What follows belongs to an exercise in optimizing a design on an open flow for small area and a short achievable clock period; a production flow would make more cautious choices.
Where RTL was checked, it was by simulation tests only, not by an equivalence proof against the original.
Function not checked in run 3: the RTL went through the layout flow alone.

## flow/design.v (module list and top-level ports; edited modules follow where they fit)
// module recip_x2_lut: 265 lines
// module float_recip: 132 lines
// module mul_a: 544 lines
// module mul_c: 1052 lines
// module booth_enc: 13 lines
// module rfa: 6 lines
// module rha: 6 lines
// module rbp: 5 lines
module float_recip(clk,rst,i_cip,i_sj,i_vstart,i_vector_length,i_v0,i_v1,i_v2,i_v3,i_v4,i_v5,i_v6,i_v7,o_result, o_busy);
  // ...
==> flow/run.sh <==
#!/bin/bash
# synth_recipe.tcl (not shown) runs the flow's synth.tcl, then flattens the netlist and writes it again
# the make line also repeats each setting of config.mk as NAME=value (left out here)
make -C /OpenROAD-flow-scripts/flow DESIGN_CONFIG=/design/flow/config.mk WORK_HOME=/design/flow/orfs CLKGATE_MAP_FILE= SYNTH_SCRIPT=/design/flow/synth_recipe.tcl finish
==> flow/config.mk <==
export PLATFORM = sky130hd
export DESIGN_NAME = float_recip
export DESIGN_NICKNAME = float_recip
export VERILOG_FILES = /design/flow/design.v
export SDC_FILE = /design/flow/constraint.sdc
export NUM_CORES = 4
export LEC_CHECK = 0
export CAP_MARGIN = 20
export CORE_MARGIN = 2
export CORE_UTILIZATION = 40
export PLACE_DENSITY = 0.6
export SETUP_SLACK_MARGIN = 5
export SLEW_MARGIN = 20
export SYNTH_HIERARCHICAL = 1
export SYNTH_MINIMUM_KEEP_SIZE = 0
==> flow/constraint.sdc <==
create_clock -name core_clock -period 10.0 [get_ports {clk}]
set_input_delay 2.0000 -clock core_clock [delete_from_list [all_inputs] [get_ports {clk}]]
set_output_delay 2.0000 -clock core_clock [all_outputs]
set_load 0.01 [all_outputs]
==> reports/qor.csv, run 1 <==
metric,value,unit
seq_cells,719,
placed_cells,5829,
status,"complete, no violations",
tns,0,ps
grt_max_degree,60,
critPathBufInv,0,
rrSetupSlack,5710,ps
crit_family,simple AND/OR/NAND/NOR gates,
slowest_delay,730,ps
synthCells,4184,
drtAntennaViolNets,0,
post_drt_wl_per_cell,22.8,microns
hold_class,flop to flop,
post_cts_buffers,0,
use_met3,4.10,%
routabilityCongestion,0.956,
grtUsageMet2,39.4,%
io_pins,667,
hold_buffers,0,
final_core_util,46.3,%
worst_pin_slew,1180,ps
slew-limit-headroom,19.3,%
multi_input_area_share,54.3,%
cts_tree,yes,
dominant-cell-class,multi-input gates,
clock_area_share,4.97,%
dp_hpwl,96.2,mm
largest_reg_flops,64,
wl_met2,65.6,mm
fillers,10500,
syn_area,45200,sq um
final_cell_mix,"dfxtp_1, xnor2_1, a22oi_2, clkdlybuf4s50_1, fa_1",
buf_share,8.38,%
seq_share,27.9,%
num_vias,33700,
reg2reg_depth,14,
maxSlewViolCount,0,
==> run 2, diff against run 1 <==
--- a/flow/config.mk
+++ b/flow/config.mk
@@ -9,7 +9,6 @@
 export CORE_MARGIN = 2
 export CORE_UTILIZATION = 40
 export PLACE_DENSITY = 0.6
-export SETUP_SLACK_MARGIN = 5
 export SLEW_MARGIN = 20
 export SYNTH_HIERARCHICAL = 1
 export SYNTH_MINIMUM_KEEP_SIZE = 0
==> run 2 against run 1 <==
Critical path depth stayed put. Clock-buffer cell count stayed put. Design area stayed put. Worst setup slack stayed put. Hold slack stayed put. Register-to-register slack hardly changed. Cell count stayed put. Critical path type unchanged.
==> reports/qor.csv, run 2 <==
metric,value,unit,change
drive_gt1_share,16.0,%,unchanged
grt_pass1_wl,209,mm,unchanged
status,"complete, no violations",,unchanged
portBuffers,365,,unchanged
first_iter_violations,2537,,unchanged
tns,0,ps,unchanged
critical_path_arrival,4870,ps,about the same
chipWidth,340,microns,unchanged
maxSlewViolCount,0,,unchanged
num_vias,33700,,unchanged
post_cts_buffers,0,,unchanged
cts_max_level,3,,unchanged
fp.coreArea,112000,sq um,unchanged
final_cell_mix,"dfxtp_1, xnor2_1, a22oi_2, clkdlybuf4s50_1, fa_1",,unchanged
fin_crit,4290,ps,unchanged
grt_pass1_vias,34400,,unchanged
die_h,340,microns,unchanged
die-area,116000,sq um,unchanged
totalWireLength,136,mm,unchanged
dp_slack,5600,ps,unchanged
hold_viol_final,0,,unchanged
worst_pin_slew,1180,ps,unchanged
post_drt_wl_per_cell,22.8,microns,unchanged
endpoint_kind,flop,,unchanged
via_per_inst,5.63,,unchanged
syn_area,45200,sq um,unchanged
overflow,0,,unchanged
layout_commonest_cell,dfxtp_1,,unchanged
grt_max_degree,60,,unchanged
setup_viol,0,,unchanged
synthCells,4184,,unchanged
path_class,flop to flop,,unchanged
area_delta_synth_final,15.1,%,unchanged
final_cells,5985,,unchanged
cts_root_buf,clkbuf_16,,unchanged
drtAntennaViolNets,0,,unchanged
max_cap_viol_count,0,,unchanged
whs_path_depth,0,,unchanged
cts_tree,yes,,unchanged
startpoint_type,flop,,unchanged
numCtsBuffers,77,,unchanged
cts_resized,0,,unchanged
io_pins,667,,unchanged
clkTransAtPathRegs,60,ps,about the same
cts_sinks,719,,unchanged
syn_area_per_cell,10.8,sq um,unchanged
skew,34.4,ps,unchanged
rows,123,,unchanged
reg2reg_depth,14,,unchanged
rsz0062_at_grt,false,,unchanged
hold_class,flop to flop,,unchanged
max_freq,233,MHz,unchanged
hold_buffers,0,,unchanged
cts_buffer_depth,3,,unchanged
dr.pass1.iters,9,,unchanged
insertion_delay,660,ps,about the same
top_regs,"o_result: 64 flops, c3a_12: 49 flops, c3b_12: 49 flops",,unchanged
timing.hold.ws,321,ps,unchanged
drc,0,,unchanged
post-route-period-util,42.9,%,unchanged
final_nets,5502,,unchanged
placed_cells,5829,,unchanged
grt_antenna_before_repair,12,,unchanged
dp_hpwl,96.2,mm,unchanged
largest_reg_flops,64,,unchanged
worst_slack,5710,ps,unchanged
regMostFlops,o_result,,unchanged
initial_utilization,40.2,%,unchanged
grt_util_all_layers,23.2,%,unchanged
dpl_cell_area,49400,sq um,unchanged
required,10580,ps,about the same
routabilityCongestion,0.956,,unchanged
slew-limit-headroom,19.3,%,unchanged
synth_warnings,8,,unchanged
stdcell_area,52100,sq um,unchanged
crit_fanout,12,,unchanged
==> run 2: cell counts in the layout (fill, tap and decap cells not counted) <==
No cell type changed its count.
==> run 2: final timing paths <==
kind,startpoint,endpoint,slack (ps)
worst min register to register,se10[1]$_DFF_P_,se11[1]$_DFF_P_,320
worst max-delay path,d0[9]$_DFF_P_,se1[14]$_DFF_P_,5710
worst min-delay path,se10[1]$_DFF_P_,se11[1]$_DFF_P_,320
worst max register to register,d0[9]$_DFF_P_,se1[14]$_DFF_P_,5710
==> run 2: final cells by class <==
class                   instances  area [sq um]
fillers                     10500         60300
multi-input cells            3044         28300
flip-flops and latches        719         14500
repair buffers                457          4360
clock buffers                 104          2100
well taps                    1500          1880
clock inverters                39           490
inverters                     110           413
diodes                         12          30.0
==> run 2: worst max-delay path: stages, from the launching register on <==
cell	delay [ps]
dfxtp_1	320
nor4_1	620
nand2_1	320
nor2_1	730
ha_1	410
a21o_1	190
a21oi_1	230
o21bai_1	90
a21oi_1	220
o21bai_1	100
a21oi_1	260
o211ai_1	160
a31o_2	250
a21oi_1	160
xor2_1	150
==> run 2: through the flow <==
step	utilization (%)
after floorplan	-
after global placement	44.0
after detailed placement	44.0
after CTS	46.3
after global routing	46.3
final	46.3
==> run 2: per-layer routing <==
| metal | global-route usage, % | wire length, microns | up-vias | share of wire [%] |
|---|---|---|---|---|
| met5 | 0 | 12 | - | 0.0088 |
| met4 | 11.3 | 6710 | 2 | 4.9 |
| met3 | 4.10 | 9490 | 342 | 7.0 |
| met2 | 39.4 | 65600 | 1562 | 48 |
| met1 | 28.3 | 54600 | 16400 | 40 |
| li1 | - | - | 15400 | - |
==> module float_recip, before the edit <==
module float_recip(clk,rst,i_cip,i_sj,i_vstart,i_vector_length,i_v0,i_v1,i_v2,i_v3,i_v4,i_v5,i_v6,i_v7,o_result, o_busy);
input  wire clk;         
input  wire rst;
input  wire [15:0] i_cip;     
input  wire i_vstart;
input  wire [6:0] i_vector_length;
input wire [63:0] i_v0;
input wire [63:0] i_v1;
input wire [63:0] i_v2;
input wire [63:0] i_v3;
input wire [63:0] i_v4;
input wire [63:0] i_v5;
input wire [63:0] i_v6;
input wire [63:0] i_v7;
input  wire [63:0] i_sj;
output reg [63:0] o_result;
output wire       o_busy;
reg  [7:0] reservation_time;
reg        busy;         
reg  [7:0] vsel;         
always @(posedge clk)
   if (rst)
      reservation_time <= 8'd0;
   else if (i_vstart)
      reservation_time <= {1'b0, i_vector_length} + 8'd4;    
   else if (reservation_time != 8'd0)
      reservation_time <= reservation_time - 8'd1;
wire busy_next = ~rst & (i_vstart | (reservation_time[7:1] != 7'd0));
always @(posedge clk)
begin
   busy <= busy_next;
   if (i_vstart)
      vsel <= busy_next ? (8'd1 << i_cip[5:3]) : 8'd0;
   else
      vsel <= busy_next ? vsel : 8'd0;
end
assign o_busy = busy;
wire [31:0] src = ({32{~busy}}   & i_sj[63:32]) |
                  ({32{vsel[0]}} & i_v0[63:32]) |
                  ({32{vsel[1]}} & i_v1[63:32]) |
                  ({32{vsel[2]}} & i_v2[63:32]) |
                  ({32{vsel[3]}} & i_v3[63:32]) |
                  ({32{vsel[4]}} & i_v4[63:32]) |
                  ({32{vsel[5]}} & i_v5[63:32]) |
                  ({32{vsel[6]}} & i_v6[63:32]) |
                  ({32{vsel[7]}} & i_v7[63:32]);
reg        s0;
reg [14:0] e0;
reg [15:0] d0;
always @(posedge clk)
begin
   s0 <= src[31];
   e0 <= src[30:16];
   d0 <= src[15:0];
end
wire        half0 = (d0[15:8] == 8'h80);
wire [14:0] exp0  = ~e0 + (half0 ? (e0[14] ? 15'd3 : 15'h7fff) : (e0[14] ? 15'd2 : 15'd0));
reg [15:0] se1, se2, se3, se4, se5, se6, se7, se8, se9, se10, se11, se12;    
reg [15:0] d1, d2, d3, d4, d5, d6, d7, d8, d9;
always @(posedge clk)
begin
   se1  <= {s0, exp0};
   se2  <= se1;
   se3  <= se2;
   se4  <= se3;
   se5  <= se4;
   se6  <= se5;
   se7  <= se6;
   se8  <= se7;
   se9  <= se8;
   se10 <= se9;
   se11 <= se10;
   se12 <= se11;
   d1 <= d0;
   d2 <= d1;
   d3 <= d2;
   d4 <= d3;
   d5 <= d4;
   d6 <= d5;
   d7 <= d6;
   d8 <= d7;
   d9 <= d8;
end
wire [14:0] x2_tab;
recip_x2_lut lut(.n(d8[15:8]), .y(x2_tab));
wire [7:0]  x2_neg, x2_one, x2_two;
booth_enc enc(.yl(x2_tab), .neg(x2_neg), .one(x2_one), .two(x2_two));
reg [6:0]  neg9, neg10, neg11;
reg [7:0]  one9, one10, one11;
reg [7:0]  two9, two10, two11;
reg        half9, half10, half11, half12;
always @(posedge clk)
begin
   neg9   <= x2_neg[6:0];
   one9   <= x2_one;
   two9   <= x2_two;
   neg10  <= neg9;
   one10  <= one9;
   two10  <= two9;
   neg11  <= neg10;
   one11  <= one10;
   two11  <= two10;
   half9  <= (d8[15:8] == 8'h80);
   half10 <= half9;
   half11 <= half10;
   half12 <= half11;
end
wire [32:0] b3_a, b3_b;
mul_a ma(.neg({1'b1, neg9}), .one(one9), .two(two9), .m(d9), .ra(b3_a), .rb(b3_b));
reg  [32:0] b3a_10, b3b_10;
always @(posedge clk)
begin
   b3a_10 <= b3_a;
   b3b_10 <= b3_b;
end
wire [32:0] b3 = b3a_10 + b3b_10;
reg  [32:0] n3_11;
always @(posedge clk)
   n3_11 <= b3[32] ? b3 : b3[31] ? {b3[31:0], 1'b0} : {b3[30:0], 2'b0};
wire [48:0] c3_a, c3_b;
mul_c mc(.neg({1'b1, neg11}), .one(one11), .two(two11), .m(n3_11), .ra(c3_a), .rb(c3_b));
reg  [48:0] c3a_12, c3b_12;
always @(posedge clk)
begin
   c3a_12 <= c3_a;
   c3b_12 <= c3_b;
end
wire [48:0] c3 = c3a_12 + c3b_12;
wire [47:0] x3 = c3[48] ? c3[48:1] : c3[47] ? c3[47:0] : {c3[46:0], 1'b0};
always @(posedge clk)
   o_result <= half12 ? {se12, 1'b1, 47'b0} : {se12, x3};
endmodule
==> run 3, diff against run 2 <==
--- a/flow/design.v
+++ b/flow/design.v
@@ -318,14 +318,21 @@
    e0 <= src[30:16];
    d0 <= src[15:0];
 end
-wire        half0 = (d0[15:8] == 8'h80);
-wire [14:0] exp0  = ~e0 + (half0 ? (e0[14] ? 15'd3 : 15'h7fff) : (e0[14] ? 15'd2 : 15'd0));
-reg [15:0] se1, se2, se3, se4, se5, se6, se7, se8, se9, se10, se11, se12;    
-reg [15:0] d1, d2, d3, d4, d5, d6, d7, d8, d9;
+reg        s1;
+reg [14:0] e1;
+reg        h1;
 always @(posedge clk)
 begin
-   se1  <= {s0, exp0};
-   se2  <= se1;
+   s1 <= s0;
+   e1 <= e0;
+   h1 <= (d0[15:8] == 8'h80);
+end
+wire [14:0] exp1 = ~e1 + (h1 ? (e1[14] ? 15'd3 : 15'h7fff) : (e1[14] ? 15'd2 : 15'd0));
+reg [15:0] se2, se3, se4, se5, se6, se7, se8, se9, se10, se11, se12;    
+reg [15:0] d1, d2, d3, d4, d5, d6, d7, d8;
+always @(posedge clk)
+begin
+   se2  <= {s1, exp1};
    se3  <= se2;
    se4  <= se3;
    se5  <= se4;
@@ -344,53 +351,64 @@
    d6 <= d5;
    d7 <= d6;
    d8 <= d7;
-   d9 <= d8;
 end
 wire [14:0] x2_tab;
-recip_x2_lut lut(.n(d8[15:8]), .y(x2_tab));
-wire [7:0]  x2_neg, x2_one, x2_two;
-booth_enc enc(.yl(x2_tab), .neg(x2_neg), .one(x2_one), .two(x2_two));
-reg [6:0]  neg9, neg10, neg11;
-reg [7:0]  one9, one10, one11;
-reg [7:0]  two9, two10, two11;
-reg        half9, half10, half11, half12;
-always @(posedge clk)
-begin
-   neg9   <= x2_neg[6:0];
-   one9   <= x2_one;
-   two9   <= x2_two;
-   neg10  <= neg9;
-   one10  <= one9;
-   two10  <= two9;
-   neg11  <= neg10;
-   one11  <= one10;
-   two11  <= two10;
-   half9  <= (d8[15:8] == 8'h80);
+recip_x2_lut lut(.n(d6[15:8]), .y(x2_tab));
+reg  [14:0] x2_7;
+reg         half7, half8, half9, half10, half11, half12;
+always @(posedge clk)
+begin
+   x2_7   <= x2_tab;
+   half7  <= (d6[15:8] == 8'h80);
+   half8  <= half7;
+   half9  <= half8;
    half10 <= half9;
    half11 <= half10;
    half12 <= half11;
 end
+wire [7:0]  x2_neg, x2_one, x2_two;
+booth_enc enc(.yl(x2_7), .neg(x2_neg), .one(x2_one), .two(x2_two));
+reg [6:0]  neg8, neg9, neg10;
+reg [7:0]  one8, one9, one10;
+reg [7:0]  two8, two9, two10;
+always @(posedge clk)
+begin
+   neg8  <= x2_neg[6:0];
+   one8  <= x2_one;
+   two8  <= x2_two;
+   neg9  <= neg8;
+   one9  <= one8;
+   two9  <= two8;
+   neg10 <= neg9;
+   one10 <= one9;
+   two10 <= two9;
+end
 wire [32:0] b3_a, b3_b;
-mul_a ma(.neg({1'b1, neg9}), .one(one9), .two(two9), .m(d9), .ra(b3_a), .rb(b3_b));
-reg  [32:0] b3a_10, b3b_10;
+mul_a ma(.neg({1'b1, neg8}), .one(one8), .two(two8), .m(d8), .ra(b3_a), .rb(b3_b));
+reg  [32:0] b3a_9, b3b_9;
 always @(posedge clk)
 begin
-   b3a_10 <= b3_a;
-   b3b_10 <= b3_b;
+   b3a_9 <= b3_a;
+   b3b_9 <= b3_b;
 end
-wire [32:0] b3 = b3a_10 + b3b_10;
-reg  [32:0] n3_11;
+reg  [32:0] b3_10;
 always @(posedge clk)
-   n3_11 <= b3[32] ? b3 : b3[31] ? {b3[31:0], 1'b0} : {b3[30:0], 2'b0};
-wire [48:0] c3_a, c3_b;
-mul_c mc(.neg({1'b1, neg11}), .one(one11), .two(two11), .m(n3_11), .ra(c3_a), .rb(c3_b));
-reg  [48:0] c3a_12, c3b_12;
+   b3_10 <= b3a_9 + b3b_9;
+wire [48:0] p_a, p_b;
+mul_c mc(.neg({1'b1, neg10}), .one(one10), .two(two10), .m(b3_10), .ra(p_a), .rb(p_b));
+reg  [48:0] pa_11, pb_11;
+reg  [1:0]  s11, s12;
 always @(posedge clk)
 begin
-   c3a_12 <= c3_a;
-   c3b_12 <= c3_b;
+   pa_11 <= p_a;
+   pb_11 <= p_b;
+   s11   <= b3_10[32] ? 2'd0 : b3_10[31] ? 2'd1 : 2'd2;
+   s12   <= s11;
 end
-wire [48:0] c3 = c3a_12 + c3b_12;
+reg  [48:0] p_12;
+always @(posedge clk)
+   p_12 <= pa_11 + pb_11;
+wire [48:0] c3 = p_12 << s12;
 wire [47:0] x3 = c3[48] ? c3[48:1] : c3[47] ? c3[47:0] : {c3[46:0], 1'b0};
 always @(posedge clk)
    o_result <= half12 ? {se12, 1'b1, 47'b0} : {se12, x3};
==> run 3 against run 2 <==
Cell count fell by 0.25%. Clock skew grew 22 ps. Die area is 2.3% higher. Non-clock buffer count up 14.
==> reports/qor.csv, run 3 <==
metric,value,unit,change
status,"complete, no violations",,unchanged
startpoint_type,flop,,unchanged
critical_path_arrival,4560,ps,was 4870 ps
grt_antenna_before_repair,18,,was 12
slew-limit-headroom,22.6,%,was 19.3%
max_cap_viol_count,0,,unchanged
worst_pin_slew,1160,ps,was 1180 ps
rsz0062_at_grt,false,,unchanged
grt_pass1_wl,209,mm,about the same
totalWireLength,139,mm,was 136 mm
max_freq,243,MHz,was 233 MHz
cts_tree,yes,,unchanged
overflow,0,,unchanged
synthCells,4144,,was 4184
chipWidth,344,microns,was 340 microns
seqCellArea,15600,sq um,was 14500 sq um
final_cell_mix,"dfxtp_1, xnor2_1, a22oi_2, clkdlybuf4s50_1, fa_1",,unchanged
hold_class,flop to flop,,unchanged
largest_reg_flops,64,,unchanged
clkTransAtPathRegs,60,ps,about the same
synth_warnings,8,,unchanged
hold_viol_final,0,,unchanged
drc,0,,unchanged
post_drt_wl_per_cell,23.3,microns,was 22.8 microns
required,10430,ps,was 10580 ps
layout_commonest_cell,dfxtp_1,,unchanged
dp_hpwl,98.2,mm,was 96.2 mm
setup_viol,0,,unchanged
tns,0,ps,unchanged
num_vias,33800,,was 33700
drtAntennaViolNets,0,,unchanged
syn_area_per_cell,11.2,sq um,was 10.8 sq um
dr.pass1.iters,8,,was 9
endpoint_kind,flop,,unchanged
path_class,flop to flop,,unchanged
post-route-period-util,41.2,%,was 42.9%
multi_input_area,28300,sq um,about the same
rows,124,,was 123
regMostFlops,o_result,,unchanged
grt_pass1_vias,34500,,was 34400
io_pins,667,,unchanged
fp.coreArea,115000,sq um,was 112000 sq um
final_nets,5473,,was 5502
cts_max_level,3,,unchanged
routabilityCongestion,0.967,,was 0.956
cts_resized,0,,unchanged
post_cts_buffers,0,,unchanged
maxSlewViolCount,0,,unchanged
cts_buffer_depth,3,,unchanged
skew,56.3,ps,was 34.4 ps
portBuffers,365,,unchanged
via_per_inst,5.66,,was 5.63
fillers,10600,,was 10500
final_core_util,46.9,%,was 46.3%
drive_gt1_share,16.9,%,was 16.0%
cts_root_buf,clkbuf_16,,unchanged
initial_utilization,40.4,%,was 40.2%
numCtsBuffers,81,,was 77
crit_fanout,25,,was 12
die-area,118000,sq um,was 116000 sq um
fin_crit,4120,ps,was 4290 ps
grt_max_degree,89,,was 60
die_h,344,microns,was 340 microns
hold_buffers,0,,unchanged
cts_sinks,774,,was 719
timing.hold.ws,286,ps,was 321 ps
syn_area,46300,sq um,was 45200 sq um
grt_util_all_layers,23.1,%,was 23.2%
first_iter_violations,2516,,was 2537
area_delta_synth_final,16.0,%,was 15.1%
insertion_delay,680,ps,was 660 ps
[run 3: changes by cell type in the layout (fill, tap and decap cells not counted), sizes merged, moves of 10 or more]
cell	before	now
nand2	201	143
dfxtp	711	766
mux4	4	44
a211oi	36	74
a21oi	205	172
o21ai	149	133
inv	122	107
buf	92	106
mux2	12	2
xnor2	456	466
[run 3: stage by stage]
step / instances / area, sq um / worst slack, ps
finish: 5970 / 53700 / 5880
global placement: 5808 / 50600 / 5950
detailed placement: 5808 / 50600 / 6050
CTS: 5957 / 53600 / 6020
floorplan: 4181 / 46400 / 6200
global route: 5968 / 53700 / 5900
[run 3: area by class of cell]
cell class | instances | share of cell area (%)
diodes | 12 | 0.0560
clock buffers | 112 | 4.39
clock inverters | 37 | 1.18
inverters | 101 | 0.706
multi-input cells | 2951 | 52.7
flip-flops and latches | 774 | 29.1
well taps | 1512 | 3.53
repair buffers | 471 | 8.30
[run 3: final timing paths]
kind             startpoint              end  slack (ps)  cells past startpoint
max           d6[8]$_DFF_P_  x2_7[5]$_DFF_P_        5880                     10
min          d5[15]$_DFF_P_   d6[15]$_DFF_P_         290                      0
max reg2reg   d6[8]$_DFF_P_  x2_7[5]$_DFF_P_        5880                     10
min reg2reg  d5[15]$_DFF_P_   d6[15]$_DFF_P_         290                      0
[run 3: worst max-delay path: stages (launching register included)]
cell and delay (ps):
dfxtp_1 300, buf_4 340, inv_1 230, ha_1 560, buf_4 310, nor2_2 640
a21oi_1 130, a211oi_1 350, or3_1 160, a21oi_1 60, nor4_1 830
[run 3: routing by layer]
metal  wire length (microns)  global-route usage, %  share of wire (%)
met5                      13                      0             0.0094
met4                    8930                   14.4                6.4
met3                   10000                   4.41                7.2
met2                   66100                   38.8                 48
met1                   53800                   27.2                 39

re-timing with driven ports:
The results above use ideal ports. As a check the final layouts listed here were re-extracted and re-timed, cells and wires unchanged. Step 1 (the two cells are an assumption about what drives the block):
set clk [get_ports {clk}]
set_driving_cell -lib_cell sky130_fd_sc_hd__clkbuf_16 $clk
set_driving_cell -lib_cell sky130_fd_sc_hd__buf_2 [delete_from_list [all_inputs] $clk]
Step 2 adds t to the input delays and takes it off the output delays; t is the mean of the earliest and latest rising clock arrival at the registers after step 1. Input paths then give back, and output paths get back, about the clock's delay inside the block. a / b / c = ideal ports / drivers / drivers and shift; a / b = the first two.
run | t, ns | setup WS [ns] | clock arrival spread, ns | worst register clock-pin slew, ns
run 1 | 0.706 | 5.713 / 5.713 / 5.713 | 0.036 / 0.035 | 0.07 / 0.07
run 2 | 0.706 | 5.713 / 5.713 / 5.713 | 0.036 / 0.035 | 0.07 / 0.07
run 3 | 0.728 | 5.877 / 5.877 / 5.877 | 0.058 / 0.057 | 0.07 / 0.07
After both steps every run listed still meets setup and hold.
